Background: an optimization exercise with open tools, aiming at small area and a short achievable clock period. Do not read the settings as production practice. The RTL was checked by simulation tests, not by an equivalence proof against the original design.

## flow/design.v (module list and top-level ports; edited modules follow where they fit)
// module winograd: 4010 lines
// module wino_ha: 6 lines
// module wino_nand: 5 lines
// module wino_nandn: 5 lines
// module wino_nor: 5 lines
// module wino_x2: 5 lines
// module wino_xn: 5 lines
// module wino_fa: 6 lines
// module winograd_top: 28 lines
module winograd_top(clk, rst_n, in_valid,
    inp10, inp11, inp12, inp13, inp20, inp21, inp22, inp23,
    inp30, inp31, inp32, inp33, inp40, inp41, inp42, inp43,
    ker10, ker11, ker12, ker20, ker21, ker22, ker30, ker31, ker32,
    out_valid, out10, out11, out20, out21);
  // ...
==> flow/flow/run.sh <==
#!/bin/bash
# Own layout flow: the standard flow (standard.sh) unchanged, except that
# the port buffers use a small buffer cell (buf_2) instead of the default choice.
export BUFFER_PORTS_ARGS="-buffer_cell sky130_fd_sc_hd__buf_2"
bash standard.sh > standard.log 2>&1
==> flow/standard.sh <==
#!/bin/bash
# synth_recipe.tcl (not shown) runs the flow's synth.tcl, then flattens the netlist and writes it again
# the make line also repeats each setting of config.mk as NAME=value (left out here)
make -C /OpenROAD-flow-scripts/flow DESIGN_CONFIG=/design/flow/config.mk WORK_HOME=/design/flow/orfs CLKGATE_MAP_FILE= SYNTH_SCRIPT=/design/flow/synth_recipe.tcl "${@:-finish}"
==> flow/config.mk <==
export PLATFORM = sky130hd
export DESIGN_NAME = winograd_top
export DESIGN_NICKNAME = winograd_top
export VERILOG_FILES = /design/flow/design.v
export SDC_FILE = /design/flow/constraint.sdc
export NUM_CORES = 4
export LEC_CHECK = 0
export CAP_MARGIN = 20
export CORE_MARGIN = 2
export CORE_UTILIZATION = 40
export SLEW_MARGIN = 20
export SYNTH_HIERARCHICAL = 1
==> flow/constraint.sdc <==
create_clock -name core_clock -period 15.5 [get_ports {clk}]
set_input_delay 3.1000 -clock core_clock [delete_from_list [all_inputs] [get_ports {clk}]]
set_output_delay 3.1000 -clock core_clock [all_outputs]
set_load 0.01 [all_outputs]
==> metrics.yaml, run 1 <==
finish:
  area_delta_synth_final_pct: 13.27
  sh_seq_area_pct: 24.38
run_status:
  status: "timing/DRC/antenna clean"
setup_path:
  crit_path_start_kind: "flop"
  criticalPathCategory: "reg -> reg"
  reg2reg_to: "core.r2_n1865"
  max_stage_delay_ps: 690
  crit_chain: "fa_1 -> fa_1 -> nand2_1 -> fa_1 -> fa_1 -> fa_1 -> ha_1 -> fa_1 -> inv_1 -> fa_1"
  crit_buf_inv: 1
logic_synthesis:
  synth_top_family_by_area: "adder cells"
  synthFlopType: "dfxtp_1"
  synth_most_common_cell: "fa_1"
  synth_nets: 3144
  ys_seq_area_share_pct: 27.61
  synth_top_area_cell: "fa_1"
cts:
  cts.sinks: 375
  clk_pin_slew_worst_paths_ps: 60
worst_hold_path:
  hp-start: "core.r2_n1825"
detailed_routing:
  detail_route.wl_per_cell_um: 22.39
  drcViolationCount: 0
  vias: 16230
  ant_nets: 0
  drtIter0Drc: 1152
  routed_via_density: 4.664
floorplanning:
  taps: 873
  start_util_pct: 40.41
sta:
  post-route-period-util_pct: 31.71
  clock_skew_ps: 30.49
grt:
  grt_use_met3_pct: 3.437
  use_met1_pct: 30.03
==> inputs of run 2 (changes only) <==
==> flow/flow/run.sh (replaced) <==
#!/bin/bash
# Own layout flow: the standard flow (standard.sh) with two changes:
#  - the port buffers use a small buffer cell (buf_2) instead of the default choice;
#  - timing repair aims for 10.7 ns of setup slack, i.e. it works on every path
#    longer than 4.8 ns (the clock period stays 15.5 ns).
export BUFFER_PORTS_ARGS="-buffer_cell sky130_fd_sc_hd__buf_2"
export SETUP_SLACK_MARGIN=10.7
bash standard.sh > standard.log 2>&1
==> run 2 against run 1 <==
Effect of this change: routed wire length increased by 0.12%; critical path depth increased by 1; fmax increased by 4.4%; global-route usage about the same; core utilization increased by 0.12 points; worst setup slack improved by 210 ps; non-clock buffer count increased by 1; area after synthesis unchanged.
==> metrics.yaml, run 2 <==
run_status:
  status: "timing/DRC/antenna clean"  # unchanged
floorplanning:
  die_w_um: 264.7  # unchanged
  rows: 95  # unchanged
  design.die.area_um2: 70070  # unchanged
  fp.dieH_um: 264.7  # unchanged
  core-area_um2: 67280  # unchanged
  ioPinCount: 236  # unchanged
  start_util_pct: 40.41  # unchanged
logic_synthesis:
  synthFlopType: "dfxtp_1"  # unchanged
  synth_nets: 3144  # unchanged
  synth_warnings: 8  # unchanged
  synth.area.top_cells: "fa_1 (44%), dfxtp_1 (28%), xor2_1 (10%), nand2_1 (6.3%), xnor2_1 (4.7%)"  # unchanged
  yosys-top-cells-count: "fa_1 (593), nand2_1 (456), dfxtp_1 (375)"  # unchanged
  yosys.area.top_type_share_pct: 43.67  # unchanged
  synth_top_area_cell: "fa_1"  # unchanged
  synth_most_common_cell: "fa_1"  # unchanged
  syn_avg_cell_area_um2: 11.72  # unchanged
  ys_seq_area_share_pct: 27.61  # unchanged
  synth-seq-cells: 375  # unchanged
  synth.distinct_cells: 11  # unchanged
  synth.cell_area_um2: 27190  # unchanged
  async_flop_share_pct: 0  # unchanged
  netlist_instances: 2319  # unchanged
  synth_edf_count: 0  # unchanged
setup_path:
  worstReg2RegStart: "core.r1_inp41_0"  # was core.r1_ker30_4
  cp.arrival_ps: 5180  # was 5380 ps
  max_stage_delay_ps: 750  # was 690 ps
  crit_buf_inv: 0  # was 1
  slowest_stage: "fa_1"  # unchanged
  crit_family: "adder cells"  # unchanged
  crit_start: "core.r1_inp41_0"  # was core.r1_ker30_4
  criticalPathCategory: "reg -> reg"  # unchanged
  required_ps: 15970  # was 15960 ps
  crit_path_start_kind: "flop"  # unchanged
  worstPathMaxFanout: 4  # unchanged
  crit_chain: "xor2_1 -> nor2_1 -> fa_1 -> fa_1 -> fa_1 -> nand2_1 -> fa_1 -> fa_1 -> fa_1 -> fa_1 -> xor2_1"  # was fa_1 -> fa_1 -> nand2_1 -> fa_1 -> fa_1 -> fa_1 -> ha_1 -> fa_1 -> inv_1 -> fa_1
  crit_path_frequent_cell: "fa_1"  # unchanged
  endpoint_kind: "flop"  # unchanged
placement:
  pre_cts_slack_ps: 10430  # unchanged
  portBuffers: 235  # unchanged
  hpwl_um: 69470  # unchanged
  gp_congestion: 0.9329  # unchanged
sta:
  worst_pin_slew_ps: 969.0  # was 949.6 ps
  final-setup-viol-count: 0  # unchanged
  finalHoldViolCount: 0  # unchanged
  slew_headroom_pct: 34.94  # was 36.24%
  fmax_ghz: 0.2124  # was 0.2035 GHz
  worst_slack_ps: 10790  # was 10590 ps
  rsz0062_at_grt: "no"  # unchanged
  clock_skew_ps: 30.88  # was 30.49 ps
  min_period_ps: 4708  # was 4915 ps
  tns_ps: 0  # unchanged
  post-route-period-util_pct: 30.37  # was 31.71%
  slew_violations: 0  # unchanged
  whs_ps: 368.1  # was 368.2 ps
grt:
  overflow: 0  # unchanged
  grt_start_max_net_pins: 14  # unchanged
  grt_use_total_pct: 23.06  # was 23.05%
  antenna_found_initial: 1  # unchanged
  grt_pass1_vias: 18390  # about the same
  grt_pass1_wl_um: 115400  # about the same
detailed_routing:
  vias: 16230  # about the same
  detail_route.wl_per_cell_um: 22.41  # was 22.39 um
  drt_pass1_iterations: 5  # was 7
  routed_via_density: 4.663  # was 4.664
  drcViolationCount: 0  # unchanged
  finalWirelength_um: 78020  # was 77930 um
  ant_nets: 0  # unchanged
  drtIter0Drc: 1043  # was 1152
cts:
  numCtsBuffers: 46  # unchanged
  clk_pin_slew_worst_paths_ps: 60  # about the same
  cts.sinks: 375  # unchanged
  clockBufferDepth: 3  # unchanged
  ctsHoldBuffers: 0  # unchanged
  cts_root_buffer: "clkbuf_16"  # unchanged
  cts_tree: "done"  # unchanged
  clock_latency_ps: 600  # about the same
  htreeDepth: 2  # unchanged
finish:
  n_fill_cell: 6204  # was 6207
  layout_commonest_cell: "fa_1"  # unchanged
  area_delta_synth_final_pct: 13.56  # was 13.27%
  antenna_cells: 0  # unchanged
  largest_reg_flops: 3  # unchanged
  drive_above_1_share_pct: 12.85  # was 12.01%
  multi_input_area_um2: 18560  # was 18500 um2
  regArea_um2: 7520  # was 7507 um2
  nNetsFinal: 3396  # was 3395
  most-common-layout-cells: "fa_1 (587), nand2_1 (454), dfxtp_1 (367)"  # was fa_1 (593), nand2_1 (456), dfxtp_1 (375)
  top_register: "vld"  # unchanged
  utilization_pct: 45.89  # was 45.77%
job:
  cap_violations: 0  # unchanged
worst_hold_path:
  hold_path.class: "reg -> reg"  # unchanged
  hp-start: "core.r2_n1825"  # unchanged
## run 2: changes by cell type in the layout (fill, tap and decap cells not counted), sizes merged
| cell | before | now |
|---|---|---|
| buf | 235 | 236 |
## run 2: metrics by stage
step                      cells  area [um2]
after CTS                  3480       30830
after global routing       3481       30870
after detailed placement   3395       29210
final                      3481       30870
after floorplan            2319       27190
after global placement     3395       29210
## run 2: layout make-up
type / instances / share of cell area [%]
Clock buffer: 61 / 4.207
Inverter: 250 / 3.040
Multi-Input combinational cell: 1662 / 60.11
Clock inverter: 24 / 0.9119
Tap cell: 873 / 3.538
Timing Repair Buffer: 236 / 3.834
Sequential cell: 375 / 24.36
## run 2: metal layers
metal / part of all wire [%] / vias to the layer above / GRT usage [%] / wire length [um]
met2: 49 / 527 / 39.29 / 38100
met3: 5.9 / 101 / 3.437 / 4591
met5: 0 / - / 0 / 0
met4: 3.6 / 0 / 8.230 / 2822
met1: 42 / 8327 / 30.04 / 32500
li1: - / 7276 / - / -
## run 2: worst paths after layout
kind                                 endpoint  slack (ps)  depth (start not counted)
worst max-delay path            core.r2_n2080       10790                         11
worst min register to register  core.r3_n2297         370                          1
worst max register to register  core.r2_n2080       10790                         11
worst min-delay path            core.r3_n2297         370                          1
## run 2: cell families after synthesis
kind of cell / share of synthesized area (%)
XOR/XNOR: 14.66
adder cells (fa/ha/maj): 45.00
buffers and inverters: 4.335
flip-flops: 27.61
AND/OR/NAND/NOR: 8.390
## run 2: timing repair
item,CTS,global route
cloned,0,0
hold endpoints to repair,0,0
pin swaps,0,1
resized for setup,5,17
setup buffers,0,1
setup endpoints to repair,5,10
## run 2: worst register-to-register path: stages, from the launching register on
cell and delay, ps:
dfxtp_1 410, xor2_1 450, nor2_1 140, fa_1 420
fa_1 380, fa_1 750, nand2_1 140, fa_1 420
fa_1 500, fa_1 410, fa_1 410, xor2_1 150
## run 2: Yosys stat by module, one instance, submodules excluded, excerpt
module,times used,cell area (um2),cells
wino_nandn,31,6.256,1
wino_fa,593,20.02,1
wino_nand,456,3.754,1
wino_ha,29,12.51,1
wino_xn,145,8.758,1
winograd,1,8626,654
==> inputs of run 3 (changes only) <==
==> flow/flow/run.sh (replaced) <==
#!/bin/bash
# Own layout flow: the standard flow (standard.sh) with two changes:
#  - the port buffers use a small buffer cell (buf_2) instead of the default choice;
#  - timing repair aims for 11.0 ns of setup slack, i.e. it works on every path
#    longer than 4.5 ns (the clock period stays 15.5 ns).
export BUFFER_PORTS_ARGS="-buffer_cell sky130_fd_sc_hd__buf_2"
export SETUP_SLACK_MARGIN=11.0
bash standard.sh > standard.log 2>&1
==> run 3 against run 2 <==
Effect of this change: final area is 2.6% higher; largest cell class unchanged; area after synthesis stayed put; still clean on timing, DRC and antenna; global-route usage is 0.26 points higher; fmax is 5.4% higher; hold slack worse by 1.4 ps; sequential cell count stayed put; register-to-register slack better by 240 ps; core utilization is 1.2 points higher; via count is 1.8% higher; clock-buffer cell count is 3 lower; critical path type unchanged.
==> metrics.yaml, run 3 <==
floorplanning:
  start_util_pct: 40.41  # unchanged
  rows: 95  # unchanged
  die_w_um: 264.7  # unchanged
  design.die.area_um2: 70070  # unchanged
  fp.dieH_um: 264.7  # unchanged
  core-area_um2: 67280  # unchanged
  ioPinCount: 236  # unchanged
setup_path:
  crit_path_start_kind: "flop"  # unchanged
  endpoint_kind: "flop"  # unchanged
  worstPathMaxFanout: 6  # was 4
  cp.arrival_ps: 4920  # was 5180 ps
  required_ps: 15960  # was 15970 ps
  criticalPathCategory: "reg -> reg"  # unchanged
detailed_routing:
  vias: 16530  # was 16230
  detail_route.wl_per_cell_um: 22.75  # was 22.41 um
  ant_nets: 0  # unchanged
  drcViolationCount: 0  # unchanged
  drt_pass1_iterations: 5  # unchanged
  routed_via_density: 4.711  # was 4.663
  drtIter0Drc: 1015  # was 1043
  finalWirelength_um: 79810  # was 78020 um
logic_synthesis:
  yosys-top-cells-count: "fa_1 (593), nand2_1 (456), dfxtp_1 (375)"  # unchanged
  synth.distinct_cells: 11  # unchanged
  synth.cell_area_um2: 27190  # unchanged
  async_flop_share_pct: 0  # unchanged
  synth-seq-cells: 375  # unchanged
  synth.area.top_cells: "fa_1 (44%), dfxtp_1 (28%), xor2_1 (10%), nand2_1 (6.3%), xnor2_1 (4.7%)"  # unchanged
  synth_warnings: 8  # unchanged
  netlist_instances: 2319  # unchanged
  synth_nets: 3144  # unchanged
  synthFlopType: "dfxtp_1"  # unchanged
  ys_seq_area_share_pct: 27.61  # unchanged
  synth_edf_count: 0  # unchanged
  syn_avg_cell_area_um2: 11.72  # unchanged
  yosys.area.top_type_share_pct: 43.67  # unchanged
  synth_top_area_cell: "fa_1"  # unchanged
  synth_most_common_cell: "fa_1"  # unchanged
cts:
  cts_tree: "done"  # unchanged
  htreeDepth: 2  # unchanged
  clk_pin_slew_worst_paths_ps: 70  # was 60 ps
  cts.sinks: 375  # unchanged
  clockBufferDepth: 3  # unchanged
  cts_root_buffer: "clkbuf_16"  # unchanged
  numCtsBuffers: 45  # was 46
  clock_latency_ps: 600  # about the same
run_status:
  status: "timing/DRC/antenna clean"  # unchanged
grt:
  grt_start_max_net_pins: 16  # was 14
  antenna_found_initial: 3  # was 1
  overflow: 0  # unchanged
  grt_pass1_vias: 18570  # was 18390
  grt_pass1_wl_um: 117000  # was 115400 um
  grt_use_total_pct: 23.32  # was 23.06%
finish:
  area_delta_synth_final_pct: 16.53  # was 13.56%
  layout_commonest_cell: "fa_1"  # unchanged
  top_register: "vld"  # unchanged
  largest_reg_flops: 3  # unchanged
  drive_above_1_share_pct: 19.32  # was 12.85%
  nNetsFinal: 3425  # was 3396
  most-common-layout-cells: "fa_1 (498), nand2_1 (451), dfxtp_1 (340)"  # was fa_1 (587), nand2_1 (454), dfxtp_1 (367)
  n_fill_cell: 6109  # was 6204
sta:
  finalHoldViolCount: 0  # unchanged
  final-setup-viol-count: 0  # unchanged
  fmax_ghz: 0.2238  # was 0.2124 GHz
  worst_pin_slew_ps: 787.9  # was 969.0 ps
  tns_ps: 0  # unchanged
  rsz0062_at_grt: "yes"  # was no
  clock_skew_ps: 35.73  # was 30.88 ps
  slew_violations: 0  # unchanged
  slew_headroom_pct: 47.10  # was 34.94%
  post-route-period-util_pct: 28.83  # was 30.37%
  whs_ps: 366.7  # was 368.1 ps
  min_period_ps: 4468  # was 4708 ps
placement:
  gp_congestion: 0.9343  # was 0.9329
  hpwl_um: 70450  # was 69470 um
  portBuffers: 235  # unchanged
worst_hold_path:
  hold_path.class: "reg -> reg"  # unchanged
job:
  cap_violations: 0  # unchanged
## run 3: metal layers
metal,up-vias,GRT usage [%],part of all wire (%)
met3,113,3.595,6.4
met5,-,0,0.016
li1,7320,-,-
met2,607,38.62,47
met4,2,8.612,4.1
met1,8485,31.15,42
## run 3: through the flow
stage	cells	util, %	setup WS [ps]	cell area, um2
floorplan	2319	-	10800	27250
global placement	3396	43.53	10520	29280
detailed placement	3396	43.53	10480	29280
CTS	3486	46.40	10960	31210
global route	3507	47.09	10920	31680
finish	3508	47.09	11030	31680
## run 3: path summary, 6_finish.rpt
| kind | start | endpoint | slack, ps | cells after the start |
|---|---|---|---|---|
| max | core.r1_n335 | core.r2_n977 | 11030 | 10 |
| min | core.r2_n1825 | core.r3_n2297 | 370 | 1 |
| max reg2reg | core.r1_n335 | core.r2_n977 | 11030 | 10 |
| min reg2reg | core.r2_n1825 | core.r3_n2297 | 370 | 1 |
## run 3: critical path, cell delays in order (launching register included)
cell and delay [ps]:
dfxtp_1 640, fa_1 530, fa_1 410, fa_1 440, fa_2 400, fa_1 440
fa_2 630, nand2_1 100, fa_1 440, xnor2_2 160, xnor2_1 130
## run 3: Yosys stat by module (local to each module, per instance), a selection
| module | copies in the design | flops+latches | cells inside |
|---|---|---|---|
| wino_nor | 95 | 0 | 1 |
| wino_xn | 145 | 0 | 1 |
| wino_x2 | 310 | 0 | 1 |
| wino_nandn | 31 | 0 | 1 |
| wino_ha | 29 | 0 | 1 |
| winograd | 1 | 372 | 654 |
| winograd_top | 1 | 3 | 6 |
## run 3: cells by family (layout without fill, tap and decap cells)
logic type,Yosys count,after routing,share of synthesized area [%]
xor gates and xnor gates,455,455,14.66
other,0,1,0
DFF,375,375,27.61
adders and majority gates,622,622,45.00
buffers and inverters,282,597,4.335
and+or+nand+nor,585,585,8.390
## run 3: timing repair
item,4_1_cts,5_1_grt
gates resized for setup,78,96
buffers inserted,9,21
endpoints found under the setup margin,41,34
pin swaps,14,46
endpoints found under the hold margin,0,0
hold buffers,0,0
## run 3: layout make-up
class	count	area [um2]	share of cell area [%]
inverter	250	938.4	2.962
clock inverter	23	391.6	1.236
clock buffer	58	1246	3.934
tap	873	1092	3.448
multi-input combinational	1662	18990	59.93
antenna	1	2.502	0.007899
timing repair buffer	266	1421	4.487
sequential	375	7601	23.99
==> inputs of run 4 (changes only) <==
--- a/flow/config.mk
+++ b/flow/config.mk
@@ -8,5 +8,7 @@
 export CAP_MARGIN = 20
 export CORE_MARGIN = 2
 export CORE_UTILIZATION = 40
+export CTS_CLUSTER_DIAMETER = 100
+export CTS_CLUSTER_SIZE = 30
 export SLEW_MARGIN = 20
 export SYNTH_HIERARCHICAL = 1
==> run 4 against run 3 <==
Effect of this change: global-route usage is 0.24 points lower; first-iteration DRC count is 2.0% higher; synthesized cell count stayed put; still clean; worst setup slack better by 5.4 ps; final area is 2.4% lower; cell count is 1.2% lower; non-clock buffer count is 1 lower; sequential share of layout area is 0.64 points higher; clock skew hardly changed; largest cell class unchanged.
==> metrics.yaml, run 4 <==
sta:
  finalHoldViolCount: 0  # unchanged
  tns_ps: 0  # unchanged
  fmax_ghz: 0.2241  # was 0.2238 GHz
  slew_headroom_pct: 45.52  # was 47.10%
  clock_skew_ps: 35.75  # was 35.73 ps
  worst_slack_ps: 11040  # was 11030 ps
  worst_pin_slew_ps: 811.4  # was 787.9 ps
  slew_violations: 0  # unchanged
  post-route-period-util_pct: 28.79  # was 28.83%
  min_period_ps: 4463  # was 4468 ps
  final-setup-viol-count: 0  # unchanged
  rsz0062_at_grt: "yes"  # unchanged
logic_synthesis:
  synth_warnings: 8  # unchanged
  synth.area.top_cells: "fa_1 (44%), dfxtp_1 (28%), xor2_1 (10%), nand2_1 (6.3%), xnor2_1 (4.7%)"  # unchanged
  syn_avg_cell_area_um2: 11.72  # unchanged
  yosys-top-cells-count: "fa_1 (593), nand2_1 (456), dfxtp_1 (375)"  # unchanged
  netlist_instances: 2319  # unchanged
  synth_top_area_cell: "fa_1"  # unchanged
  yosys.area.top_type_share_pct: 43.67  # unchanged
  synth-seq-cells: 375  # unchanged
  synth_edf_count: 0  # unchanged
  synth_most_common_cell: "fa_1"  # unchanged
  synth.cell_area_um2: 27190  # unchanged
  async_flop_share_pct: 0  # unchanged
  synthFlopType: "dfxtp_1"  # unchanged
  synth.distinct_cells: 11  # unchanged
  ys_seq_area_share_pct: 27.61  # unchanged
  synth_nets: 3144  # unchanged
floorplanning:
  die_w_um: 264.7  # unchanged
  design.die.area_um2: 70070  # unchanged
  start_util_pct: 40.41  # unchanged
  rows: 95  # unchanged
  ioPinCount: 236  # unchanged
  fp.dieH_um: 264.7  # unchanged
  core-area_um2: 67280  # unchanged
setup_path:
  crit_start: "core.r1_ker10_4"  # was core.r1_n335
  r2r_slack_ps: 11040  # was 11030 ps
  reg2reg_to: "core.r2_n1865"  # was core.r2_n977
  criticalPathCategory: "reg -> reg"  # unchanged
  crit_path_start_kind: "flop"  # unchanged
  crit_path_frequent_cell: "fa_1"  # unchanged
  worstPathMaxFanout: 4  # was 6
  max_stage_delay_ps: 610  # was 640 ps
  required_ps: 15940  # was 15960 ps
  crit_chain: "fa_2 -> fa_2 -> nand2_2 -> fa_2 -> fa_1 -> ha_1 -> fa_1 -> inv_1 -> fa_1 -> fa_1"  # was fa_1 -> fa_1 -> fa_1 -> fa_2 -> fa_1 -> fa_2 -> nand2_1 -> fa_1 -> xnor2_2 -> xnor2_1
  critPathCapture: "core.r2_n1865"  # was core.r2_n977
  rr_worst_depth: 10  # unchanged
  endpoint_kind: "flop"  # unchanged
  cp.arrival_ps: 4910  # was 4920 ps
  worstReg2RegStart: "core.r1_ker10_4"  # was core.r1_n335
  slowest_stage: "fa_2"  # was dfxtp_1
placement:
  portBuffers: 235  # unchanged
  place_inst: 3396  # unchanged
  hpwl_um: 70450  # unchanged
  gp_congestion: 0.9343  # unchanged
  placed_area_um2: 29280  # unchanged
  pre_cts_slack_ps: 10480  # unchanged
detailed_routing:
  detail_route.wl_per_cell_um: 22.84  # was 22.75 um
  drt_pass1_iterations: 5  # unchanged
  ant_nets: 0  # unchanged
  drcViolationCount: 0  # unchanged
  drtIter0Drc: 1035  # was 1015
  routed_via_density: 4.706  # was 4.711
  vias: 16310  # was 16530
  finalWirelength_um: 79160  # was 79810 um
finish:
  antenna_cells: 0  # was 1
  final_area_um2: 30910  # was 31680 um2
  largest_reg_flops: 3  # unchanged
  top_register: "vld"  # unchanged
  nNetsFinal: 3402  # was 3425
  drive_above_1_share_pct: 18.86  # was 19.32%
  layout_commonest_cell: "fa_1"  # unchanged
  area_delta_synth_final_pct: 13.68  # was 16.53%
  most-common-layout-cells: "fa_1 (488), nand2_1 (452), dfxtp_1 (333)"  # was fa_1 (498), nand2_1 (451), dfxtp_1 (340)
  instances_no_fill: 3466  # was 3508
  utilization_pct: 45.94  # was 47.09%
cts:
  ctsHoldBuffers: 0  # unchanged
  cts_root_buffer: "clkbuf_16"  # unchanged
  numCtsBuffers: 23  # was 45
  clk_pin_slew_worst_paths_ps: 110  # was 70 ps
  cts_tree: "done"  # unchanged
  clockBufferDepth: 3  # unchanged
  htreeDepth: 1  # was 2
  clock_latency_ps: 600  # about the same
  cts.sinks: 375  # unchanged
grt:
  grt_use_total_pct: 23.09  # was 23.32%
  grt_pass1_vias: 18290  # was 18570
  grt_start_max_net_pins: 31  # was 16
  overflow: 0  # unchanged
  grt_pass1_wl_um: 115700  # was 117000 um
  antenna_found_initial: 3  # unchanged
job:
  cap_violations: 0  # unchanged
run_status:
  status: "timing/DRC/antenna clean"  # unchanged
worst_hold_path:
  hold_path.class: "reg -> reg"  # unchanged
run 4: cell counts after synthesis:
Identical to the previous run, type by type.
run 4: cell type report:
type / count / area (um2)
well taps: 873 / 1092
clock inverters: 18 / 302.8
repair buffers: 265 / 1401
multi-input cells: 1662 / 18980
flip-flops and latches: 375 / 7612
fillers: 6192 / 36370
clock buffers: 23 / 575.6
inverters: 250 / 938.4
run 4: cells by family after synthesis:
kind of cell             after synthesis  synth area share, %
XOR/XNOR                             455                14.66
adder cells (fa/ha/maj)              622                45.00
flip-flops                           375                27.61
buffers and inverters                282                4.335
AND/OR/NAND/NOR                      585                8.390
run 4: critical path: cells and delay by family (launching register included):
kind                       cells  cell delay [ps]
and+or+nand+nor                1               80
DFF                            1              400
buffers and inverters          1               50
adders and majority gates      8             3790
run 4: through the flow:
| step | hold slack, ps |
|---|---|
| final | 382.4 |
| after global routing | 407.4 |
| after CTS | 379.9 |
| after detailed placement | 355.1 |
| after global placement | 348.3 |
| after floorplan | 337.9 |
run 4: layer usage:
layer	up-vias	share of wire, %	track usage (%)
li1	7250	-	-
met1	8277	41	30.54
met2	671	47	38.31
met3	112	7.5	4.087
met4	0	4.0	8.215
met5	-	0	0
run 4: what timing repair did:
| item | CTS | global route |
|---|---|---|
| pin swaps | 16 | 39 |
| buffers inserted | 9 | 20 |
| setup endpoints to repair | 40 | 35 |
| gates resized for setup | 72 | 116 |
| cloned | 0 | 0 |
run 4: how the worst min path moves through the flow:
stage,to,slack [ps],cells after the start,startpoint
floorplan,core.r3_n2297,340,1,core.r2_n1825
global placement,core.r3_n2297,350,1,core.r2_n1825
detailed placement,core.r3_n2297,360,1,core.r2_n1825
CTS,core.r3_n2297,380,1,core.r2_n1825
global route,core.r3_n2297,410,1,core.r2_n1825
finish,core.r3_n2297,380,1,core.r2_n1825
run 4: per-module statistics from Yosys, one instance, submodules excluded, a selection:
module | times used | flip-flops and latches
wino_nand | 456 | 0
winograd_top | 1 | 3
wino_ha | 29 | 0
wino_nor | 95 | 0
wino_xn | 145 | 0
winograd | 1 | 372
wino_nandn | 31 | 0
==> inputs of run 5 (changes only) <==
--- a/flow/config.mk
+++ b/flow/config.mk
@@ -7,7 +7,7 @@
 export LEC_CHECK = 0
 export CAP_MARGIN = 20
 export CORE_MARGIN = 2
-export CORE_UTILIZATION = 40
+export CORE_UTILIZATION = 50
 export CTS_CLUSTER_DIAMETER = 100
 export CTS_CLUSTER_SIZE = 30
 export SLEW_MARGIN = 20
==> run 5 against run 4 <==
Effect of this change: first-iteration DRC count increased by 0.39%; non-clock buffer count decreased by 7; sequential cell count unchanged; clock skew decreased by 8.9 ps; hold slack got worse by 9.5 ps; final area decreased by 1.8%; via count increased by 0.13%; clock-buffer cell count decreased by 2; critical endpoint unchanged; synthesized cell count unchanged.
==> metrics.yaml, run 5 <==
floorplanning:
  fp.dieH_um: 237.2  # was 264.7 um
  start_util_pct: 50.52  # was 40.41%
  core-area_um2: 53810  # was 67280 um2
  rows: 85  # was 95
  die_w_um: 237.2  # was 264.7 um
  ioPinCount: 236  # unchanged
  design.die.area_um2: 56250  # was 70070 um2
sta:
  tns_ps: 0  # unchanged
  min_period_ps: 4438  # was 4463 ps
  whs_ps: 373.0  # was 382.4 ps
  worst_pin_slew_ps: 856.5  # was 811.4 ps
  final-setup-viol-count: 0  # unchanged
  finalHoldViolCount: 0  # unchanged
  slew_headroom_pct: 42.70  # was 45.52%
  rsz0062_at_grt: "yes"  # unchanged
  clock_skew_ps: 26.82  # was 35.75 ps
  post-route-period-util_pct: 28.63  # was 28.79%
  slew_violations: 0  # unchanged
  fmax_ghz: 0.2253  # was 0.2241 GHz
placement:
  place_inst: 3218  # was 3396
  gp_congestion: 0.9779  # was 0.9343
  portBuffers: 235  # unchanged
  hpwl_um: 66630  # was 70450 um
cts:
  ctsHoldBuffers: 0  # unchanged
  cts.sinks: 375  # unchanged
  numCtsBuffers: 20  # was 23
  htreeDepth: 1  # unchanged
  clockBufferDepth: 3  # unchanged
  clk_pin_slew_worst_paths_ps: 120  # was 110 ps
  cts_root_buffer: "clkbuf_16"  # unchanged
  clock_latency_ps: 580  # was 600 ps
  cts_tree: "done"  # unchanged
setup_path:
  required_ps: 15980  # was 15940 ps
  endpoint_kind: "flop"  # unchanged
  worstPathMaxFanout: 4  # unchanged
  criticalPathCategory: "reg -> reg"  # unchanged
  cp.arrival_ps: 4920  # was 4910 ps
  crit_path_start_kind: "flop"  # unchanged
finish:
  nNetsFinal: 3392  # was 3402
  n_fill_cell: 4605  # was 6192
  regArea_um2: 7602  # was 7612 um2
  drive_above_1_share_pct: 16.91  # was 18.86%
  layout_commonest_cell: "fa_1"  # unchanged
  largest_reg_flops: 3  # unchanged
  top_register: "vld"  # unchanged
  antenna_cells: 0  # unchanged
  multi_input_area_um2: 18900  # was 18980 um2
  most-common-layout-cells: "fa_1 (512), nand2_1 (454), dfxtp_1 (335)"  # was fa_1 (488), nand2_1 (452), dfxtp_1 (333)
  instances_no_fill: 3275  # was 3466
  area_delta_synth_final_pct: 11.65  # was 13.68%
detailed_routing:
  wl_met2_um: 36330  # was 37310 um
  top_layer: "met4"  # unchanged
  drt_pass1_iterations: 5  # unchanged
  route.met3.wl_um: 4533  # was 5968 um
  drtIter0Drc: 1039  # was 1035
  wl_met1_um: 30680  # was 32690 um
  drcViolationCount: 0  # unchanged
  routed_via_density: 4.987  # was 4.706
  vias: 16330  # was 16310
  finalWirelength_um: 74780  # was 79160 um
  detail_route.wl_per_cell_um: 22.83  # was 22.84 um
  ant_nets: 0  # unchanged
logic_synthesis:
  synth_warnings: 8  # unchanged
  synth.area.top_cells: "fa_1 (44%), dfxtp_1 (28%), xor2_1 (10%), nand2_1 (6.3%), xnor2_1 (4.7%)"  # unchanged
  synthFlopType: "dfxtp_1"  # unchanged
  synth_nets: 3144  # unchanged
  syn_avg_cell_area_um2: 11.72  # unchanged
  yosys.area.top_type_share_pct: 43.67  # unchanged
  synth-seq-cells: 375  # unchanged
  yosys-top-cells-count: "fa_1 (593), nand2_1 (456), dfxtp_1 (375)"  # unchanged
  synth.cell_area_um2: 27190  # unchanged
  synth_top_area_cell: "fa_1"  # unchanged
  synth_edf_count: 0  # unchanged
  synth_most_common_cell: "fa_1"  # unchanged
  synth.distinct_cells: 11  # unchanged
  netlist_instances: 2319  # unchanged
  async_flop_share_pct: 0  # unchanged
  ys_seq_area_share_pct: 27.61  # unchanged
job:
  cap_violations: 0  # unchanged
grt:
  grt_pass1_wl_um: 111300  # was 115700 um
  grt_start_max_net_pins: 31  # unchanged
  antenna_found_initial: 0  # was 3
  grt_pass1_vias: 18000  # was 18290
  grt_use_total_pct: 27.60  # was 23.09%
  overflow: 0  # unchanged
worst_hold_path:
  hold_path.class: "reg -> reg"  # unchanged
run_status:
  status: "timing/DRC/antenna clean"  # unchanged
run 5: cell counts after synthesis:
No cell type changed its count.
run 5: cells by family (layout without fill, tap and decap cells):
group | after synthesis | count (layout) | share of synthesized area (%)
fa+ha+maj | 622 | 622 | 45.00
simple gates | 585 | 585 | 8.390
xor+xnor | 455 | 455 | 14.66
flops | 375 | 375 | 27.61
buf+inv | 282 | 542 | 4.335
run 5: worst paths after layout:
check / start / to / slack [ps] / cells past startpoint
worst max register to register: core.r1_ker30_4 / core.r2_n1865 / 11060 / 10
worst max-delay path: core.r1_ker30_4 / core.r2_n1865 / 11060 / 10
worst min-delay path: core.r2_n1825 / core.r3_n2297 / 370 / 1
worst min register to register: core.r2_n1825 / core.r3_n2297 / 370 / 1
run 5: modules after synthesis (local to each module, per instance):
module | area [um2] | flip-flops and latches
wino_xn | 8.758 | 0
wino_nand | 3.754 | 0
winograd_top | 78.83 | 3
wino_ha | 12.51 | 0
wino_fa | 20.02 | 0
wino_nandn | 6.256 | 0
wino_nor | 3.754 | 0
wino_x2 | 8.758 | 0
winograd | 8626 | 372
run 5: per-layer routing:
layer,up-vias,track usage [%]
li1,7241,-
met1,8385,36.95
met2,591,47.23
met3,115,3.194
met4,0,9.129
met5,-,0
run 5: what timing repair did:
| item | in CTS | in global routing |
|---|---|---|
| setup endpoints to repair | 42 | 34 |
| pin swaps | 7 | 22 |
| cloned | 0 | 0 |
| gates resized for setup | 58 | 90 |
| setup buffers | 9 | 14 |
run 5: layout make-up:
type	count	area share, %
multi-input cells	1662	62.27
clock inverters	13	0.5483
clock buffers	21	1.731
well taps	696	2.869
flip-flops and latches	375	25.05
repair buffers	258	4.444
inverters	250	3.092
run 5: worst max-delay path, stage by stage (launching register included):
cell     delay (ps)
dfxtp_4         380
fa_2            520
fa_2            630
nand2_1          80
fa_1            460
fa_1            400
fa_1            590
ha_4            230
fa_1            540
inv_1            60
fa_1            440
run 5: stage by stage:
step | util [%] | setup slack [ps] | instance area [um2]
final | 56.40 | 11060 | 30350
after CTS | 55.71 | 11000 | 29980
after detailed placement | 53.99 | 10510 | 29060
after floorplan | - | 10800 | 27250
after global placement | 53.99 | 10550 | 29060
after global routing | 56.40 | 10920 | 30350
==> inputs of run 6 (changes only) <==
--- a/flow/config.mk
+++ b/flow/config.mk
@@ -7,8 +7,8 @@
 export LEC_CHECK = 0
 export CAP_MARGIN = 20
 export CORE_MARGIN = 2
-export CORE_UTILIZATION = 50
+export CORE_UTILIZATION = 70
 export CTS_CLUSTER_DIAMETER = 100
-export CTS_CLUSTER_SIZE = 30
+export CTS_CLUSTER_SIZE = 25
 export SLEW_MARGIN = 20
 export SYNTH_HIERARCHICAL = 1
==> run 6 against run 5 <==
Effect of this change: highest routed layer unchanged; critical path type unchanged; non-clock buffer count fell by 6; sequential share of layout area rose by 0.27 points.
==> metrics.yaml, run 6 <==
run_status:
  status: "timing/DRC/antenna clean"  # unchanged
placement:
  place_inst: 3040  # was 3218
  portBuffers: 235  # unchanged
  hpwl_um: 63690  # was 66630 um
  gp_congestion: 0.9991  # was 0.9779
  pre_cts_slack_ps: 10530  # was 10510 ps
finish:
  largest_reg_flops: 3  # unchanged
  nNetsFinal: 3385  # was 3392
  area_delta_synth_final_pct: 10.13  # was 11.65%
  most-common-layout-cells: "fa_1 (520), nand2_1 (454), dfxtp_1 (345)"  # was fa_1 (512), nand2_1 (454), dfxtp_1 (335)
  instances_no_fill: 3080  # was 3275
  drive_above_1_share_pct: 15.89  # was 16.91%
  antenna_cells: 0  # unchanged
  layout_commonest_cell: "fa_1"  # unchanged
  top_register: "vld"  # unchanged
grt:
  grt_pass1_wl_um: 107700  # was 111300 um
  grt_start_max_net_pins: 26  # was 31
  grt-busiest-layer: "met2"  # unchanged
  antenna_found_initial: 2  # was 0
  grt_use_total_pct: 37.31  # was 27.60%
  grt_pass1_vias: 18410  # was 18000
  use_met1_pct: 48.17  # was 36.95%
  met2_usage_pct: 61.39  # was 47.23%
  overflow: 0  # unchanged
  grt_use_met3_pct: 5.341  # was 3.194%
logic_synthesis:
  yosys-top-cells-count: "fa_1 (593), nand2_1 (456), dfxtp_1 (375)"  # unchanged
  yosys.area.top_type_share_pct: 43.67  # unchanged
  synthFlopType: "dfxtp_1"  # unchanged
  synth-xor-area-share_pct: 14.66  # unchanged
  netlist_instances: 2319  # unchanged
  synth_nets: 3144  # unchanged
  synth_mux_area_share_pct: 0  # unchanged
  synth_warnings: 8  # unchanged
  synth.distinct_cells: 11  # unchanged
  synth_most_common_cell: "fa_1"  # unchanged
  synth_edf_count: 0  # unchanged
  synth_compound_area_share_pct: 0  # unchanged
  synth-seq-cells: 375  # unchanged
  synth.cell_area_um2: 27190  # unchanged
  synth_top_area_cell: "fa_1"  # unchanged
  syn_avg_cell_area_um2: 11.72  # unchanged
  synth_top_family_by_area: "adder cells"  # unchanged
  ys_seq_area_share_pct: 27.61  # unchanged
  synth_fa_ha_area_share_pct: 45.00  # unchanged
  synth.area.top_cells: "fa_1 (44%), dfxtp_1 (28%), xor2_1 (10%), nand2_1 (6.3%), xnor2_1 (4.7%)"  # unchanged
  synthSimpleGateAreaFrac_pct: 8.390  # unchanged
  async_flop_share_pct: 0  # unchanged
sta:
  worst_pin_slew_ps: 726.2  # was 856.5 ps
  worst_slack_ps: 11060  # about the same
  min_period_ps: 4445  # was 4438 ps
  post-route-period-util_pct: 28.67  # was 28.63%
  slew_violations: 0  # unchanged
  finalHoldViolCount: 0  # unchanged
  slew_headroom_pct: 51.42  # was 42.70%
  fmax_ghz: 0.2250  # was 0.2253 GHz
  clock_skew_ps: 25.24  # was 26.82 ps
  tns_ps: 0  # unchanged
  final-setup-viol-count: 0  # unchanged
  rsz0062_at_grt: "yes"  # unchanged
setup_path:
  crit_path_start_kind: "flop"  # unchanged
  endpoint_kind: "flop"  # unchanged
  criticalPathCategory: "reg -> reg"  # unchanged
  required_ps: 15930  # was 15980 ps
  max_stage_delay_ps: 640  # was 630 ps
  crit_path_frequent_cell: "fa_1"  # unchanged
  crit_buf_inv: 0  # was 1
  cp.arrival_ps: 4880  # was 4920 ps
  slowest_stage: "fa_2"  # unchanged
  crit_family: "adder cells"  # unchanged
  crit_chain: "fa_1 -> fa_1 -> fa_2 -> nand2_1 -> fa_2 -> xor2_4 -> fa_2 -> fa_1 -> fa_1"  # was fa_2 -> fa_2 -> nand2_1 -> fa_1 -> fa_1 -> fa_1 -> ha_4 -> fa_1 -> inv_1 -> fa_1
  worstPathMaxFanout: 7  # was 4
floorplanning:
  fp.dieH_um: 201.1  # was 237.2 um
  core-area_um2: 38470  # was 53810 um2
  design.die.area_um2: 40430  # was 56250 um2
  rows: 72  # was 85
  start_util_pct: 70.67  # was 50.52%
  die_w_um: 201.1  # was 237.2 um
  ioPinCount: 236  # unchanged
cts:
  cts_root_buffer: "clkbuf_16"  # unchanged
  numCtsBuffers: 19  # was 20
  cts_tree: "done"  # unchanged
  clockBufferDepth: 3  # unchanged
  cts.sinks: 375  # unchanged
  clock_latency_ps: 560  # was 580 ps
  htreeDepth: 1  # unchanged
  clk_pin_slew_worst_paths_ps: 110  # was 120 ps
detailed_routing:
  detail_route.wl_per_cell_um: 23.56  # was 22.83 um
  drcViolationCount: 0  # unchanged
  drt_pass1_iterations: 8  # was 5
  finalWirelength_um: 72580  # was 74780 um
  vias: 16840  # was 16330
  ant_nets: 0  # unchanged
  routed_via_density: 5.469  # was 4.987
  drtIter0Drc: 1421  # was 1039
worst_hold_path:
  hold_path.class: "reg -> reg"  # unchanged
job:
  cap_violations: 0  # unchanged
run 6: cell counts after synthesis:
No cell type changed its count.
run 6: layout make-up:
| cell class | instances | area [um2] |
|---|---|---|
| inverter | 250 | 938.4 |
| clock buffer | 20 | 479.2 |
| tap | 518 | 648.1 |
| timing repair buffer | 252 | 1329 |
| multi-input combinational | 1662 | 18940 |
| clock inverter | 3 | 30.03 |
| sequential | 375 | 7580 |
| fill | 2479 | 8527 |
run 6: metal layers:
layer | vias up | wire length [um]
li1 | 7212 | -
met1 | 8564 | 26850
met3 | 217 | 5799
met2 | 851 | 34660
met5 | - | 0
met4 | 0 | 5261
run 6: worst paths after layout:
kind,end,startpoint,depth (start not counted),slack [ps]
worst min register to register,core.r3_n2297,core.r2_n1825,1,380
worst min-delay path,core.r3_n2297,core.r2_n1825,1,380
worst max register to register,core.r2_n1831,core.r1_n131,9,11060
worst max-delay path,core.r2_n1831,core.r1_n131,9,11060
run 6: cells by family (layout without fill, tap and decap cells):
kind of cell	after synthesis	in the layout
simple gates	585	585
xor+xnor	455	455
buf+inv	282	525
flops	375	375
fa+ha+maj	622	622
run 6: stage by stage:
step	hold slack (ps)	utilization (%)	cell area, um2
5_1_grt	389.6	77.83	29940
2_1_floorplan	337.9	-	27250
3_3_place_gp	348.5	74.95	28830
6_report	382.9	77.83	29940
3_5_place_dp	364.0	74.95	28830
4_1_cts	384.8	76.78	29530
run 6: Yosys stat by module (local to each module, per instance):
module,area (um2),times used
wino_nand,3.754,456
wino_ha,12.51,29
wino_fa,20.02,593
winograd,8626,1
wino_nandn,6.256,31
wino_xn,8.758,145
wino_x2,8.758,310
winograd_top,78.83,1
wino_nor,3.754,95
run 6: timing repair:
action / CTS / global route
gates resized for setup: 50 / 83
pin swaps: 5 / 23
setup buffers: 4 / 13
setup endpoints to repair: 29 / 30
hold buffers: 0 / 0
==> inputs of run 7 (changes only) <==
--- a/flow/config.mk
+++ b/flow/config.mk
@@ -7,7 +7,7 @@
 export LEC_CHECK = 0
 export CAP_MARGIN = 20
 export CORE_MARGIN = 2
-export CORE_UTILIZATION = 70
+export CORE_UTILIZATION = 60
 export CTS_CLUSTER_DIAMETER = 100
 export CTS_CLUSTER_SIZE = 25
 export SLEW_MARGIN = 20
==> run 7 against run 6 <==
Effect of this change: final area up 0.58%; sequential cell count unchanged; worst setup slack worse by 15 ps; area after synthesis stayed put; sequential share of layout area is 0.13 points lower; critical path type unchanged; critical endpoint is now core.r2_n1865; critical path depth is 1 higher; non-clock buffer count up 5; hold slack gained 6.8 ps; register-to-register slack hardly changed; first-iteration DRC count is 17% lower; routed wire length rose by 1.6%.
==> metrics.yaml, run 7 <==
logic_synthesis:
  async_flop_share_pct: 0  # unchanged
  synth.cell_area_um2: 27190  # unchanged
  syn_avg_cell_area_um2: 11.72  # unchanged
  synth_nets: 3144  # unchanged
  yosys.area.top_type_share_pct: 43.67  # unchanged
  synth_most_common_cell: "fa_1"  # unchanged
  synth_top_area_cell: "fa_1"  # unchanged
  synth_warnings: 8  # unchanged
  netlist_instances: 2319  # unchanged
  synth.distinct_cells: 11  # unchanged
  synth.area.top_cells: "fa_1 (44%), dfxtp_1 (28%), xor2_1 (10%), nand2_1 (6.3%), xnor2_1 (4.7%)"  # unchanged
  synth-seq-cells: 375  # unchanged
  synthFlopType: "dfxtp_1"  # unchanged
  ys_seq_area_share_pct: 27.61  # unchanged
  yosys-top-cells-count: "fa_1 (593), nand2_1 (456), dfxtp_1 (375)"  # unchanged
  synth_edf_count: 0  # unchanged
sta:
  slew_violations: 0  # unchanged
  worst_pin_slew_ps: 827.9  # was 726.2 ps
  slew_headroom_pct: 44.41  # was 51.42%
  fmax_ghz: 0.2242  # was 0.2250 GHz
  tns_ps: 0  # unchanged
  final-setup-viol-count: 0  # unchanged
  finalHoldViolCount: 0  # unchanged
  rsz0062_at_grt: "yes"  # unchanged
  min_period_ps: 4459  # was 4445 ps
  post-route-period-util_pct: 28.77  # was 28.67%
  clock_skew_ps: 28.37  # was 25.24 ps
setup_path:
  crit_chain: "fa_2 -> fa_2 -> nand2_1 -> fa_1 -> fa_1 -> fa_1 -> ha_4 -> fa_1 -> inv_1 -> fa_1"  # was fa_1 -> fa_1 -> fa_2 -> nand2_1 -> fa_2 -> xor2_4 -> fa_2 -> fa_1 -> fa_1
  cp.depth: 10  # was 9
  crit_family: "adder cells"  # unchanged
  endpoint_kind: "flop"  # unchanged
  rr_worst_depth: 10  # was 9
  crit_buf_inv: 1  # was 0
  crit_path_frequent_cell: "fa_1"  # unchanged
  criticalPathCategory: "reg -> reg"  # unchanged
  max_stage_delay_ps: 630  # was 640 ps
  slowest_stage: "fa_2"  # unchanged
  crit_path_start_kind: "flop"  # unchanged
  worstPathMaxFanout: 3  # was 7
  required_ps: 15940  # was 15930 ps
  cp.arrival_ps: 4900  # was 4880 ps
grt:
  grt_use_total_pct: 32.67  # was 37.31%
  grt_pass1_vias: 18130  # was 18410
  grt_start_max_net_pins: 26  # unchanged
  antenna_found_initial: 0  # was 2
  grt_pass1_wl_um: 109000  # was 107700 um
  overflow: 0  # unchanged
floorplanning:
  start_util_pct: 61.08  # was 70.67%
  design.die.area_um2: 47030  # was 40430 um2
  core-area_um2: 44510  # was 38470 um2
  die_w_um: 216.9  # was 201.1 um
  fp.dieH_um: 216.9  # was 201.1 um
  rows: 77  # was 72
  ioPinCount: 236  # unchanged
detailed_routing:
  drcViolationCount: 0  # unchanged
  routed_via_density: 5.205  # was 5.469
  wl_met2_um: 35660  # was 34660 um
  vias: 16470  # was 16840
  drtIter0Drc: 1174  # was 1421
  route.met3.wl_um: 4607  # was 5799 um
  top_layer: "met4"  # unchanged
  wl_met1_um: 28850  # was 26850 um
  detail_route.wl_per_cell_um: 23.30  # was 23.56 um
  ant_nets: 0  # unchanged
  finalWirelength_um: 73760  # was 72580 um
  drt_pass1_iterations: 5  # was 8
cts:
  clock_latency_ps: 570  # was 560 ps
  htreeDepth: 1  # unchanged
  clockBufferDepth: 3  # unchanged
  cts.sinks: 375  # unchanged
  numCtsBuffers: 20  # was 19
  clk_pin_slew_worst_paths_ps: 110  # about the same
  cts_root_buffer: "clkbuf_16"  # unchanged
  cts_tree: "done"  # unchanged
  ctsHoldBuffers: 0  # unchanged
finish:
  layout_commonest_cell: "fa_1"  # unchanged
  utilization_pct: 67.65  # was 77.83%
  top_register: "vld"  # unchanged
  largest_reg_flops: 3  # unchanged
  nNetsFinal: 3391  # was 3385
  n_fill_cell: 3456  # was 2479
  area_delta_synth_final_pct: 10.76  # was 10.13%
  drive_above_1_share_pct: 16.80  # was 15.89%
  most-common-layout-cells: "fa_1 (506), nand2_1 (454), dfxtp_1 (341)"  # was fa_1 (520), nand2_1 (454), dfxtp_1 (345)
placement:
  portBuffers: 235  # unchanged
  gp_congestion: 0.9831  # was 0.9991
  hpwl_um: 65090  # was 63690 um
worst_hold_path:
  hold_path_depth: 1  # unchanged
  hold_path.class: "reg -> reg"  # unchanged
run_status:
  status: "timing/DRC/antenna clean"  # unchanged
job:
  cap_violations: 0  # unchanged
-- run 7: cell counts after synthesis --
Identical to the previous run, type by type.
-- run 7: metal layers --
| metal | GRT usage, % | up-vias |
|---|---|---|
| met5 | 0 | - |
| met4 | 16.00 | 0 |
| met3 | 3.648 | 146 |
| met2 | 54.97 | 662 |
| met1 | 42.68 | 8424 |
| li1 | - | 7241 |
-- run 7: final cells by class --
cell class                      instances  area (um2)  area share (%)
Timing Repair Buffer                  257        1341           4.454
Tap cell                              592       740.7           2.460
Antenna cell                            1       2.502        0.008310
Multi-Input combinational cell       1662       18920           62.83
Clock buffer                           20       500.5           1.662
Sequential cell                       375        7585           25.19
Clock inverter                          8       85.08          0.2825
Inverter                              250       938.4           3.116
-- run 7: worst reg2reg max path, stage by stage, from the launching register on --
cell and delay, ps:
dfxtp_1 420, fa_2 510, fa_2 640, nand2_1 90, fa_1 470, fa_1 400
fa_1 580, ha_4 230, fa_1 530, inv_1 50, fa_1 440
-- run 7: final timing paths --
check	start	endpoint	slack, ps
setup / recovery	core.r1_n8	core.r2_n1865	11040
hold / removal	core.r2_n1825	core.r3_n2297	390
setup reg to reg	core.r1_n8	core.r2_n1865	11040
hold reg to reg	core.r2_n1825	core.r3_n2297	390
-- run 7: logic make-up (layout without fill, tap and decap cells) --
group,Yosys count,count (layout),synth area share (%)
xor gates and xnor gates,455,455,14.66
adders and majority gates,622,622,45.00
buffers and inverters,282,535,4.335
DFF,375,375,27.61
other,0,1,0
and+or+nand+nor,585,585,8.390
-- run 7: what timing repair did --
item,4_1_cts,5_1_grt
setup buffers,3,19
pin swaps,7,31
resized for setup,58,88
endpoints found under the setup margin,36,34
-- run 7: per-module statistics from Yosys (local to each module, per instance) --
module | area, um2 | flip-flops and latches
winograd_top | 78.83 | 3
wino_x2 | 8.758 | 0
wino_nand | 3.754 | 0
winograd | 8626 | 372
wino_nor | 3.754 | 0
wino_fa | 20.02 | 0
wino_nandn | 6.256 | 0
wino_ha | 12.51 | 0
wino_xn | 8.758 | 0
-- run 7: per-stage QoR --
stage	cells	area (um2)	setup slack, ps	hold WS (ps)
3_5_place_dp	3114	28930	10500	362.1
4_1_cts	3145	29720	10960	387.9
6_report	3165	30110	11040	389.7
5_1_grt	3164	30110	10950	403.9
3_3_place_gp	3114	28930	10550	349.2
2_1_floorplan	2319	27250	10800	337.9
==> inputs of run 8 (changes only) <==
--- a/flow/config.mk
+++ b/flow/config.mk
@@ -10,5 +10,6 @@
 export CORE_UTILIZATION = 60
 export CTS_CLUSTER_DIAMETER = 100
 export CTS_CLUSTER_SIZE = 25
+export GPL_TIMING_DRIVEN = 1
 export SLEW_MARGIN = 20
 export SYNTH_HIERARCHICAL = 1
==> run 8 against run 7 <==
Effect of this change: still clean; sequential cell count is the same; clock skew did not move; worst setup slack stayed put; critical path depth did not move; die area is the same; global-route usage did not move; hold slack unchanged; cell count unchanged.
==> metrics.yaml, run 8 <==
cts:
  htreeDepth: 1  # unchanged
  cts_root_buffer: "clkbuf_16"  # unchanged
  clock_latency_ps: 570  # about the same
  numCtsBuffers: 20  # unchanged
  ctsHoldBuffers: 0  # unchanged
  clk_pin_slew_worst_paths_ps: 110  # about the same
  cts_tree: "done"  # unchanged
  clockBufferDepth: 3  # unchanged
  cts.sinks: 375  # unchanged
sta:
  rsz0062_at_grt: "yes"  # unchanged
  final-setup-viol-count: 0  # unchanged
  whs_ps: 389.7  # unchanged
  tns_ps: 0  # unchanged
  post-route-period-util_pct: 28.77  # unchanged
  worst_pin_slew_ps: 827.9  # unchanged
  slew_headroom_pct: 44.41  # unchanged
  min_period_ps: 4459  # unchanged
  clock_skew_ps: 28.37  # unchanged
  fmax_ghz: 0.2242  # unchanged
  slew_violations: 0  # unchanged
  finalHoldViolCount: 0  # unchanged
floorplanning:
  ioPinCount: 236  # unchanged
  rows: 77  # unchanged
  start_util_pct: 61.08  # unchanged
  fp.dieH_um: 216.9  # unchanged
  design.die.area_um2: 47030  # unchanged
  die_w_um: 216.9  # unchanged
  core-area_um2: 44510  # unchanged
setup_path:
  worstPathMaxFanout: 3  # unchanged
  crit_path_frequent_cell: "fa_1"  # unchanged
  r2r_slack_ps: 11040  # about the same
  reg2reg_to: "core.r2_n1865"  # unchanged
  slowest_stage: "fa_2"  # unchanged
  rr_worst_depth: 10  # unchanged
  max_stage_delay_ps: 630  # about the same
  critPathCapture: "core.r2_n1865"  # unchanged
  criticalPathCategory: "reg -> reg"  # unchanged
  crit_path_start_kind: "flop"  # unchanged
  endpoint_kind: "flop"  # unchanged
  cp.arrival_ps: 4900  # about the same
  crit_chain: "fa_2 -> fa_2 -> nand2_1 -> fa_1 -> fa_1 -> fa_1 -> ha_4 -> fa_1 -> inv_1 -> fa_1"  # unchanged
  required_ps: 15940  # about the same
  crit_start: "core.r1_n8"  # unchanged
  worstReg2RegStart: "core.r1_n8"  # unchanged
grt:
  antenna_found_initial: 0  # unchanged
  met2_usage_pct: 54.97  # unchanged
  grt_use_total_pct: 32.67  # unchanged
  grt_pass1_vias: 18130  # unchanged
  grt_use_met3_pct: 3.648  # unchanged
  grt_pass1_wl_um: 109000  # unchanged
  grt-busiest-layer: "met2"  # unchanged
  overflow: 0  # unchanged
  grt_start_max_net_pins: 26  # unchanged
  use_met1_pct: 42.68  # unchanged
run_status:
  status: "timing/DRC/antenna clean"  # unchanged
worst_hold_path:
  hold_path.class: "reg -> reg"  # unchanged
  hold_path_depth: 1  # unchanged
placement:
  gp_congestion: 0.9831  # unchanged
  hpwl_um: 65090  # unchanged
  placed_area_um2: 28930  # unchanged
  portBuffers: 235  # unchanged
  place_inst: 3114  # unchanged
logic_synthesis:
  yosys.area.top_type_share_pct: 43.67  # unchanged
  synth.cell_area_um2: 27190  # unchanged
  synth-seq-cells: 375  # unchanged
  async_flop_share_pct: 0  # unchanged
  yosys-top-cells-count: "fa_1 (593), nand2_1 (456), dfxtp_1 (375)"  # unchanged
  synth_top_area_cell: "fa_1"  # unchanged
  syn_avg_cell_area_um2: 11.72  # unchanged
  synth_nets: 3144  # unchanged
  synth_warnings: 8  # unchanged
  ys_seq_area_share_pct: 27.61  # unchanged
  synth.distinct_cells: 11  # unchanged
  synth_edf_count: 0  # unchanged
  synthFlopType: "dfxtp_1"  # unchanged
  synth.area.top_cells: "fa_1 (44%), dfxtp_1 (28%), xor2_1 (10%), nand2_1 (6.3%), xnor2_1 (4.7%)"  # unchanged
  synth_most_common_cell: "fa_1"  # unchanged
  netlist_instances: 2319  # unchanged
finish:
  final_area_um2: 30110  # unchanged
  nNetsFinal: 3391  # unchanged
  most-common-layout-cells: "fa_1 (506), nand2_1 (454), dfxtp_1 (341)"  # unchanged
  n_fill_cell: 3456  # unchanged
  drive_above_1_share_pct: 16.80  # unchanged
  area_delta_synth_final_pct: 10.76  # unchanged
  regArea_um2: 7585  # unchanged
  largest_reg_flops: 3  # unchanged
  layout_commonest_cell: "fa_1"  # unchanged
  top_register: "vld"  # unchanged
  instances_no_fill: 3165  # unchanged
  multi_input_area_um2: 18920  # unchanged
detailed_routing:
  finalWirelength_um: 73760  # unchanged
  drcViolationCount: 0  # unchanged
  ant_nets: 0  # unchanged
  detail_route.wl_per_cell_um: 23.30  # unchanged
  drtIter0Drc: 1174  # unchanged
  drt_pass1_iterations: 5  # unchanged
  routed_via_density: 5.205  # unchanged
  vias: 16470  # unchanged
job:
  cap_violations: 0  # unchanged
run 8: cell counts in the layout (fill, tap and decap cells not counted):
No cell type changed its count.
run 8: kinds of logic after synthesis:
kind of cell	share of synthesized area, %
and+or+nand+nor	8.390
DFF	27.61
adders and majority gates	45.00
xor gates and xnor gates	14.66
buffers and inverters	4.335
run 8: metal layers:
metal  routed length, um  up-vias
met2               35660      662
met4                4637        0
met3                4607      146
met5                   0        -
met1               28850     8424
li1                    -     7241
run 8: repair_timing:
action                     in CTS  in global routing
buffers inserted                3                 19
setup endpoints to repair      36                 34
gates resized for setup        58                 88
pin swaps                       7                 31
gates cloned                    0                  0
run 8: worst min-delay path by stage:
stage                        from            end  slack (ps)
finish              core.r2_n1825  core.r3_n2297         390
global route        core.r2_n1825  core.r3_n2297         400
CTS                 core.r2_n1825  core.r3_n2297         390
detailed placement  core.r2_n1825  core.r3_n2297         360
global placement    core.r2_n1825  core.r3_n2297         350
floorplan           core.r2_n1825  core.r3_n2297         340
run 8: layout make-up:
class	instances	share of cell area [%]
Multi-Input combinational cell	1662	62.83
Sequential cell	375	25.19
Timing Repair Buffer	257	4.454
Inverter	250	3.116
Tap cell	592	2.460
Clock buffer	20	1.662
Clock inverter	8	0.2825
Antenna cell	1	0.008310
run 8: worst max-delay path: cells and delay by family, from the launching register on:
family	cells	cell delay, ps
DFF	1	420
adders and majority gates	8	3770
and+or+nand+nor	1	90
buffers and inverters	1	50
run 8: metrics by stage:
step,setup WS (ps),util (%)
final,11040,67.65
after detailed placement,10500,64.99
after floorplan,10800,-
after CTS,10960,66.76
after global placement,10550,64.99
after global routing,10950,67.65
run 8: Yosys stat by module (local to each module, per instance):
| module | flip-flops and latches | cells inside |
|---|---|---|
| wino_nor | 0 | 1 |
| wino_nandn | 0 | 1 |
| winograd | 372 | 654 |
| wino_ha | 0 | 1 |
| winograd_top | 3 | 6 |
| wino_x2 | 0 | 1 |
| wino_fa | 0 | 1 |
| wino_nand | 0 | 1 |
| wino_xn | 0 | 1 |

static timing again, ports no longer ideal:
No port has a modelled driver above. Below, the same layouts with a new extraction and two added sets of constraints.
Step 1, drivers: a clkbuf_16 drives clk and a buf_2 each remaining input, both assumed.
Step 2 also shifts input and output timing later by t, the mid clock arrival at the registers, as if the neighbouring blocks saw the same clock.
a / b / c = ideal ports / drivers / drivers and shift; a / b = the first two.
| run | t, ns | setup WS [ns] | worst setup path at the end | latest minus earliest clock arrival (ns) |
|---|---|---|---|---|
| run 1 | 0.648 | 10.585 / 10.585 / 10.415 | input to register | 0.032 / 0.032 |
| run 2 | 0.649 | 10.792 / 10.792 / 10.412 | input to register | 0.033 / 0.033 |
| run 3 | 0.641 | 11.032 / 11.032 / 10.488 | input to register | 0.035 / 0.036 |
| run 4 | 0.643 | 11.037 / 11.037 / 10.500 | input to register | 0.037 / 0.037 |
| run 5 | 0.635 | 11.062 / 11.062 / 10.492 | input to register | 0.028 / 0.027 |
| run 6 | 0.611 | 11.056 / 11.056 / 10.530 | input to register | 0.026 / 0.026 |
| run 7 | 0.618 | 11.041 / 11.041 / 10.514 | input to register | 0.029 / 0.028 |
| run 8 | 0.618 | 11.041 / 11.041 / 10.514 | input to register | 0.029 / 0.028 |
After both steps every run listed still meets setup and hold. For run 5, which loses most, drivers alone change the setup slack by 0.000 ns; drivers and shift together by -0.570 ns.
